From an optimization exercise on the open Yosys and OpenROAD flow, aimed at small area; shortcuts taken in it are not production practice. At most, simulation tests tie the RTL to the original design; equivalence was not proved. Power is estimated from default activity; no workload was simulated.

==> flow/design.v <==
module SE13_Relogio_Aula (clk, rst, speed, dh, uh, dm, um, ds, us);
	input clk, rst, speed;
	output [7:0] dh, uh, dm, um, ds, us;
	reg [14:0] c1;
	reg [5:0]  cc;
	reg clk_1, clk_c, base_ant;
	localparam [14:0] S1 = 15'd28048, M1 = 15'b111011111101110;
	localparam [5:0]  SC = 6'd25,     MC = 6'b001111;
	wire d1 = (c1 & M1) == (S1 & M1);
	wire dc = (cc & MC) == (SC & MC);
	wire base = speed ? clk_1 : clk_c;
	wire p = base & ~base_ant;	 
	always @(posedge clk or negedge rst)
		if (!rst) begin
			c1 <= 15'd23328; cc <= 6'd50; clk_1 <= 0; clk_c <= 0; base_ant <= 0;
		end else begin
			c1 <= {c1[13:0], ~(c1[14] ^ c1[7]) ^ d1};
			clk_1 <= clk_1 ^ d1;
			cc <= {cc[4:0], (cc[5] ^ cc[0]) ^ dc};
			clk_c <= clk_c ^ dc;
			base_ant <= base;
		end
	function [3:0] nx_d10;	 
		input e;
		input [3:0] q;
		nx_d10 = q ^ ({4{e}} & {(1'b1), (q[1]), (~q[0]) | (q[2] & ~q[3]), (q[3]) | (q[1])});
	endfunction
	function last_d10;
		input [3:0] q;
		last_d10 = (~q[1] & ~q[2] & q[3]);
	endfunction
	function [6:0] seg_d10;	 
		input [3:0] q;
		seg_d10 = {(~q[0] & q[3]) | (~q[0] & ~q[1] & ~q[2]),
			(q[1] & q[3]) | (q[0] & q[2] & ~q[3]),
			(q[3]) | (q[1]),
			(~q[0] & q[1]),
			(q[0] & q[2] & ~q[3]),
			~((~q[2]) | (q[1]) | (q[0] & ~q[3])),
			(q[1] & ~q[2])};
	endfunction
	function [2:0] nx_d6;	 
		input e;
		input [2:0] q;
		nx_d6 = q ^ ({3{e}} & {(~q[1]), (q[1]) | (q[2]), (q[1])});
	endfunction
	function last_d6;
		input [2:0] q;
		last_d6 = (q[0] & q[1]);
	endfunction
	function [6:0] seg_d6;	 
		input [2:0] q;
		seg_d6 = {(~q[0] & ~q[1]),
			(~q[0] & q[1]) | (~q[0] & q[2]) | (q[0] & ~q[1] & ~q[2]),
			(q[0]) | (q[2]),
			(q[2]),
			(~q[0] & q[1]),
			(q[0] & q[1]),
			(q[2])};
	endfunction
	reg [3:0] s0, m0, h0;
	reg [2:0] s1, m1;
	reg [1:0] h1;	 
	wire c0 = p & last_d10(s0);
	wire c1s = c0 & last_d6(s1);
	wire c2 = c1s & last_d10(m0);
	wire c3 = c2 & last_d6(m1);
	wire c4 = c3 & last_d10(h0);
	wire wrap = c3 & h1[1] & ((h0[0] & h0[3]));	 
	always @(posedge clk or negedge rst)
		if (!rst) begin
			s0 <= 4'd0; s1 <= 3'd0; m0 <= 4'd0; m1 <= 3'd0; h0 <= 4'd0; h1 <= 0;
		end else begin
			s0 <= nx_d10(p, s0);
			s1 <= nx_d6(c0, s1);
			m0 <= nx_d10(c1s, m0);
			m1 <= nx_d6(c2, m1);
			h0 <= (nx_d10(c3, h0) & ~({4{wrap}} & 4'd2));
			h1 <= {(h1[1] & ~wrap) | (c4 & h1[0]), h1[0] ^ c4};
		end
	assign us = {1'b1, seg_d10(s0)};
	assign ds = {1'b1, seg_d6(s1)};
	assign um = {clk_1, seg_d10(m0)};
	assign dm = {1'b1, seg_d6(m1)};
	assign uh = {clk_1, seg_d10(h0)};
	assign dh = {1'b1, ~h1[1], h1[1] | h1[0], h1[0], h1[0], h1[1], 1'b0, h1[0]};
endmodule
==> flow/config.mk <==
export PLATFORM = sky130hd
export DESIGN_NAME = SE13_Relogio_Aula
export DESIGN_NICKNAME = SE13_Relogio_Aula
export VERILOG_FILES = /design/flow/design.v
export SDC_FILE = /design/flow/constraint.sdc
export NUM_CORES = 4
export LEC_CHECK = 0
export CAP_MARGIN = 20
export CORE_MARGIN = 2
export CORE_UTILIZATION = 40
export SLEW_MARGIN = 20
==> flow/constraint.sdc <==
create_clock -name core_clock -period 10.0 [get_ports {clk}]
set_input_delay 2.0000 -clock core_clock [delete_from_list [all_inputs] [get_ports {clk}]]
set_output_delay 2.0000 -clock core_clock [all_outputs]
set_load 0.01 [all_outputs]
standard.sh (not shown) runs the stock make flow with config.mk's settings and CLKGATE_MAP_FILE= SYNTH_SCRIPT=/design/flow/synth_recipe.tcl, a recipe that flattens the netlist after the stock synthesis.
==> flow/flow/run.sh <==
#!/bin/bash
# Layout flow: the standard ORFS flow (standard.sh) with these changes:
#  1. after the standard synthesis, the combinational cells are mapped again
#     for area (flow/reopt.tcl, flow/abc_area_deep.script); registers are kept
#     exactly as the standard synthesis made them;
#  2. ports are buffered with the smallest buffer (buf_1);
#  3. the clock tree is built from one cluster, without dummy loads.
# Each tool's output goes to a log file of its own in this folder.
set -euo pipefail
HERE=$PWD
R=$HERE/orfs/results/$FLOW_PLATFORM/SE13_Relogio_Aula/base
PLAT=$FLOW_HOME/platforms/$FLOW_PLATFORM
LIB=$PLAT/lib/sky130_fd_sc_hd__tt_025C_1v80.lib
YOSYS=$(command -v yosys || echo $FLOW_HOME/../tools/install/yosys/bin/yosys)

bash standard.sh $R/1_2_yosys.v > synth_standard.log 2>&1
cp $R/1_2_yosys.v $HERE/standard_synth.v

DU=$(sed -n '/DONT_USE_CELLS/,/^$/p' $PLAT/config.mk | grep -o 'sky130_fd_sc_hd__[a-z0-9_]*' | sed 's/^/-dont_use /' | tr '\n' ' ')
REOPT_LIB=$LIB REOPT_IN=$HERE/standard_synth.v REOPT_TOP=$FLOW_TOP \
REOPT_SCRIPT=$HERE/flow/abc_area_deep.script REOPT_DONT_USE="$DU" REOPT_OUT=$HERE/reopt.v \
  $YOSYS -c $HERE/flow/reopt.tcl > reopt.log 2>&1
cp $HERE/reopt.v $R/1_2_yosys.v
touch $R/1_2_yosys.v

export BUFFER_PORTS_ARGS="-buffer_cell sky130_fd_sc_hd__buf_1"
export CTS_ARGS="-sink_clustering_enable -repair_clock_nets -dont_use_dummy_load -root_buf sky130_fd_sc_hd__clkbuf_4 -buf_list sky130_fd_sc_hd__clkbuf_4"
bash standard.sh finish > standard.log 2>&1
Other scripts of this flow, unchanged in this note and not shown: flow/flow/abc_area_deep.script, flow/flow/reopt.tcl
==> next run, changes <==
--- a/flow/design.v
+++ b/flow/design.v
@@ -24,19 +24,19 @@
 		input e;
 		input [3:0] q;
-		nx_d10 = q ^ ({4{e}} & {(1'b1), (q[1]), (~q[0]) | (q[2] & ~q[3]), (q[3]) | (q[1])});
+		nx_d10 = q ^ ({4{e}} & {(q[0] & ~q[2]), (q[1]) | (~q[2]), (q[0] & q[2] & ~q[3]), (q[2])});
 	endfunction
 	function last_d10;
 		input [3:0] q;
-		last_d10 = (~q[1] & ~q[2] & q[3]);
+		last_d10 = (~q[0] & q[2] & q[3]);
 	endfunction
 	function [6:0] seg_d10;	 
 		input [3:0] q;
-		seg_d10 = {(~q[0] & q[3]) | (~q[0] & ~q[1] & ~q[2]),
-			(q[1] & q[3]) | (q[0] & q[2] & ~q[3]),
-			(q[3]) | (q[1]),
-			(~q[0] & q[1]),
-			(q[0] & q[2] & ~q[3]),
-			~((~q[2]) | (q[1]) | (q[0] & ~q[3])),
-			(q[1] & ~q[2])};
+		seg_d10 = {~((~q[0]) | (~q[1]) | (~q[2] & ~q[3])),
+			(~q[0] & ~q[1]) | (q[0] & q[1] & q[2]),
+			(q[2]),
+			(q[0] & q[2]),
+			(~q[1] & ~q[2]),
+			~((q[3]) | (~q[1]) | (q[0] & q[2])),
+			(q[0] & q[2] & ~q[3])};
 	endfunction
 	function [2:0] nx_d6;	 
@@ -67,8 +67,8 @@
 	wire c3 = c2 & last_d6(m1);
 	wire c4 = c3 & last_d10(h0);
-	wire wrap = c3 & h1[1] & ((h0[0] & h0[3]));	 
+	wire wrap = c3 & h1[1] & ((~h0[0] & h0[2]));	 
 	always @(posedge clk or negedge rst)
 		if (!rst) begin
-			s0 <= 4'd0; s1 <= 3'd0; m0 <= 4'd0; m1 <= 3'd0; h0 <= 4'd0; h1 <= 0;
+			s0 <= 4'd11; s1 <= 3'd0; m0 <= 4'd11; m1 <= 3'd0; h0 <= 4'd11; h1 <= 0;
 		end else begin
 			s0 <= nx_d10(p, s0);
@@ -76,5 +76,5 @@
 			m0 <= nx_d10(c1s, m0);
 			m1 <= nx_d6(c2, m1);
-			h0 <= (nx_d10(c3, h0) & ~({4{wrap}} & 4'd2));
+			h0 <= ((nx_d10(c3, h0) & ~({4{wrap}} & 4'd4)) | ({4{wrap}} & 4'd10));
 			h1 <= {(h1[1] & ~wrap) | (c4 & h1[0]), h1[0] ^ c4};
 		end
Routed wire length barely changes.
Clock-buffer cell count does not change.
Die area decreases slightly.
Synthesized cell count increases slightly.
Hold slack improves by 0.020 ns.
Global-route usage hardly moves.
Power increases by a few percent.
Final cell count decreases slightly.
First-iteration DRC count decreases by well over a third.
Setup slack degrades by 0.77 ns.
Function not checked in the second run of this note: the RTL went through the layout flow alone.

---

Another version of the RTL of SE13_Relogio_Aula (not shown whole).
For scale: roughly 2100 um^2 of cells after synthesis.
==> module SE13_Relogio_Aula, before the edit <==
module SE13_Relogio_Aula (clk, rst, speed, dh, uh, dm, um, ds, us);
	input clk, rst, speed;
	output [7:0] dh, uh, dm, um, ds, us;
	reg [14:0] c1;
	reg [5:0]  cc;
	reg clk_1, clk_c, base_ant;
	always @(posedge clk or negedge rst)
		if (!rst) begin
			c1 <= 15'd23328; cc <= 6'd50; clk_1 <= 0; clk_c <= 0; base_ant <= 0;
		end else begin
			c1 <= {c1[13:0], ~(c1[14] ^ c1[7]) ^ d1};
			clk_1 <= clk_1 ^ d1;
			cc <= {cc[4:0], (cc[5] ^ cc[0]) ^ dc};
			clk_c <= clk_c ^ dc;
			base_ant <= base;
		end
	localparam [14:0] S1 = 15'd28048, M1 = 15'b111011111101110;
	localparam [5:0]  SC = 6'd25,     MC = 6'b001111;
	wire d1 = (c1 & M1) == (S1 & M1);
	wire dc = (cc & MC) == (SC & MC);
	wire base = speed ? clk_1 : clk_c;
	wire p = base & ~base_ant;
	reg [3:0] s0, m0, h0;
	reg [2:0] s1, m1;
	reg [1:0] h1;
	wire c0 = p & s0[3] & s0[0];
	wire c1s = c0 & s1[2] & s1[0];
	wire c2 = c1s & m0[3] & m0[0];
	wire c3 = c2 & m1[2] & m1[0];
	wire c4 = c3 & h0[3] & h0[0];
	wire wrap = c3 & h1[1] & h0[1] & h0[0];
	function [3:0] inc10;	 
		input e;
		input [3:0] q;
		inc10 = q ^ {e & q[0] & (q[3] | q[2] & q[1]), e & q[0] & q[1], e & q[0] & ~q[3], e};
	endfunction
	function [2:0] inc6;	 
		input e;
		input [2:0] q;
		inc6 = q ^ {e & q[0] & (q[2] | q[1]), e & q[0] & ~q[2], e};
	endfunction
	always @(posedge clk or negedge rst)
		if (!rst) begin
			s0 <= 0; s1 <= 0; m0 <= 0; m1 <= 0; h0 <= 0; h1 <= 0;
		end else begin
			s0 <= inc10(p, s0);
			s1 <= inc6(c0, s1);
			m0 <= inc10(c1s, m0);
			m1 <= inc6(c2, m1);
			h0 <= inc10(c3, h0) & {1'b1, ~wrap, 2'b11};
			h1 <= {(h1[1] & ~wrap) | (c4 & h1[0]), h1[0] ^ c4};
		end
	function [6:0] dec10;
		input [3:0] q;
		reg D, C, B, A;
		begin
			{D, C, B, A} = q;
			dec10[0] = (C & ~B & ~A) | (~D & ~C & ~B & A);
			dec10[1] = C & (B ^ A);
			dec10[2] = ~C & B & ~A;
			dec10[3] = (C & ~(B ^ A)) | (~D & ~C & ~B & A);
			dec10[4] = A | (C & ~B);
			dec10[5] = (B & A) | (~C & B) | (~C & ~D & A);
			dec10[6] = (~D & ~C & ~B) | (C & B & A);
		end
	endfunction
	function [6:0] dec6;
		input [2:0] q;
		reg C, B, A;
		begin
			{C, B, A} = q;
			dec6[0] = ~B & (C ^ A);
			dec6[1] = C & A;
			dec6[2] = B & ~A;
			dec6[3] = ~B & (C ^ A);
			dec6[4] = A | C;
			dec6[5] = ~C & (A | B);
			dec6[6] = ~C & ~B;
		end
	endfunction
	assign us = {1'b1, dec10(s0)};
	assign ds = {1'b1, dec6(s1)};
	assign um = {clk_1, dec10(m0)};
	assign dm = {1'b1, dec6(m1)};
	assign uh = {clk_1, dec10(h0)};
	assign dh = {1'b1, ~h1[1], h1[1] | h1[0], h1[0], h1[0], h1[1], 1'b0, h1[0]};
endmodule
export LEC_CHECK = 0
export CAP_MARGIN = 20
export CORE_MARGIN = 2
export CORE_UTILIZATION = 40
export SLEW_MARGIN = 20
create_clock -name core_clock -period 10.0 [get_ports {clk}]
run.sh (not shown) runs the stock make flow with config.mk's settings and CLKGATE_MAP_FILE= SYNTH_SCRIPT=/design/flow/synth_recipe.tcl, a recipe that flattens the netlist after the stock synthesis.
Stock flow here: none of the scripts above is used.
Rerun with:
--- a/flow/design.v
+++ b/flow/design.v
@@ -5,20 +5,16 @@
 	reg [5:0]  cc;
 	reg clk_1, clk_c, base_ant;
 	always @(posedge clk or negedge rst)
 		if (!rst) begin
-			c1 <= 15'd23328; cc <= 6'd50; clk_1 <= 0; clk_c <= 0; base_ant <= 0;
+			c1 <= 0; cc <= 0; clk_1 <= 0; clk_c <= 0; base_ant <= 0;
 		end else begin
-			c1 <= {c1[13:0], ~(c1[14] ^ c1[7]) ^ d1};
-			clk_1 <= clk_1 ^ d1;
-			cc <= {cc[4:0], (cc[5] ^ cc[0]) ^ dc};
-			clk_c <= clk_c ^ dc;
+			c1 <= c1[14] ? 15'd0 : c1 + 15'd1;
+			clk_1 <= clk_1 ^ c1[14];
+			cc <= cc[5] ? 6'd0 : cc + 6'd1;
+			clk_c <= clk_c ^ cc[5];
 			base_ant <= base;
 		end
-	localparam [14:0] S1 = 15'd28048, M1 = 15'b111011111101110;
-	localparam [5:0]  SC = 6'd25,     MC = 6'b001111;
-	wire d1 = (c1 & M1) == (S1 & M1);
-	wire dc = (cc & MC) == (SC & MC);
 	wire base = speed ? clk_1 : clk_c;
 	wire p = base & ~base_ant;
 	reg [3:0] s0, m0, h0;
 	reg [2:0] s1, m1;
@@ -28,28 +24,21 @@
 	wire c2 = c1s & m0[3] & m0[0];
 	wire c3 = c2 & m1[2] & m1[0];
 	wire c4 = c3 & h0[3] & h0[0];
 	wire wrap = c3 & h1[1] & h0[1] & h0[0];
-	function [3:0] inc10;	 
-		input e;
-		input [3:0] q;
-		inc10 = q ^ {e & q[0] & (q[3] | q[2] & q[1]), e & q[0] & q[1], e & q[0] & ~q[3], e};
-	endfunction
-	function [2:0] inc6;	 
-		input e;
-		input [2:0] q;
-		inc6 = q ^ {e & q[0] & (q[2] | q[1]), e & q[0] & ~q[2], e};
-	endfunction
 	always @(posedge clk or negedge rst)
 		if (!rst) begin
 			s0 <= 0; s1 <= 0; m0 <= 0; m1 <= 0; h0 <= 0; h1 <= 0;
 		end else begin
-			s0 <= inc10(p, s0);
-			s1 <= inc6(c0, s1);
-			m0 <= inc10(c1s, m0);
-			m1 <= inc6(c2, m1);
-			h0 <= inc10(c3, h0) & {1'b1, ~wrap, 2'b11};
-			h1 <= {(h1[1] & ~wrap) | (c4 & h1[0]), h1[0] ^ c4};
+			if (p)  s0 <= c0 ? 4'd0 : s0 + 4'd1;
+			if (c0) s1 <= c1s ? 3'd0 : s1 + 3'd1;
+			if (c1s) m0 <= c2 ? 4'd0 : m0 + 4'd1;
+			if (c2) m1 <= c3 ? 3'd0 : m1 + 3'd1;
+			if (wrap) begin h0 <= 0; h1 <= 0; end
+			else if (c3) begin
+				h0 <= c4 ? 4'd0 : h0 + 4'd1;
+				if (c4) h1 <= h1 + 2'd1;
+			end
 		end
 	function [6:0] dec10;
 		input [3:0] q;
 		reg D, C, B, A;
Clock power went up by 35%.
Die area went up by 20%.
Total power went up by 130%.
Via count went up by 33%.
Synthesized area went up by 22%.
Cell area went up by 18%.
Routed wire length went up by 22%.
Synthesized cell count went up by 38%.
Flip-flop and latch count is unchanged.

==> port drivers added, routing unchanged <==
The results above use ideal ports. As a check the final layouts listed here were re-extracted and re-timed, cells and wires unchanged.
Step 1: set_driving_cell puts a clkbuf_16 on clk and a buf_2 on each other input, an assumption about the parent block.
Step 2 moves the port delays by t, midway between the first and last clock arrival at a register: inputs arrive t later, outputs are due t later. That takes back most of the time a late clock gives input paths.
a / b / c = ideal ports / drivers / drivers and shift; a / b = the first two.
| run | shift t [ns] | setup WS [ns] | slew at the worst register clock pin (ns) |
|---|---|---|---|
| the first run of note 1 | 0.362 | 6.498 / 6.475 / 6.224 | 0.11 / 0.11 |
| the second run of note 1 | 0.351 | 5.730 / 5.727 / 5.376 | 0.11 / 0.11 |
| the first run of note 2 | 0.317 | 6.043 / 6.019 / 5.917 | 0.09 / 0.09 |
| the second run of note 2 | 0.315 | 6.054 / 6.028 / 6.262 | 0.08 / 0.08 |
After both steps setup and hold are still met in every run listed. For the second run of note 1, which loses most, drivers alone change the setup slack by -0.003 ns; drivers and shift together by -0.354 ns.
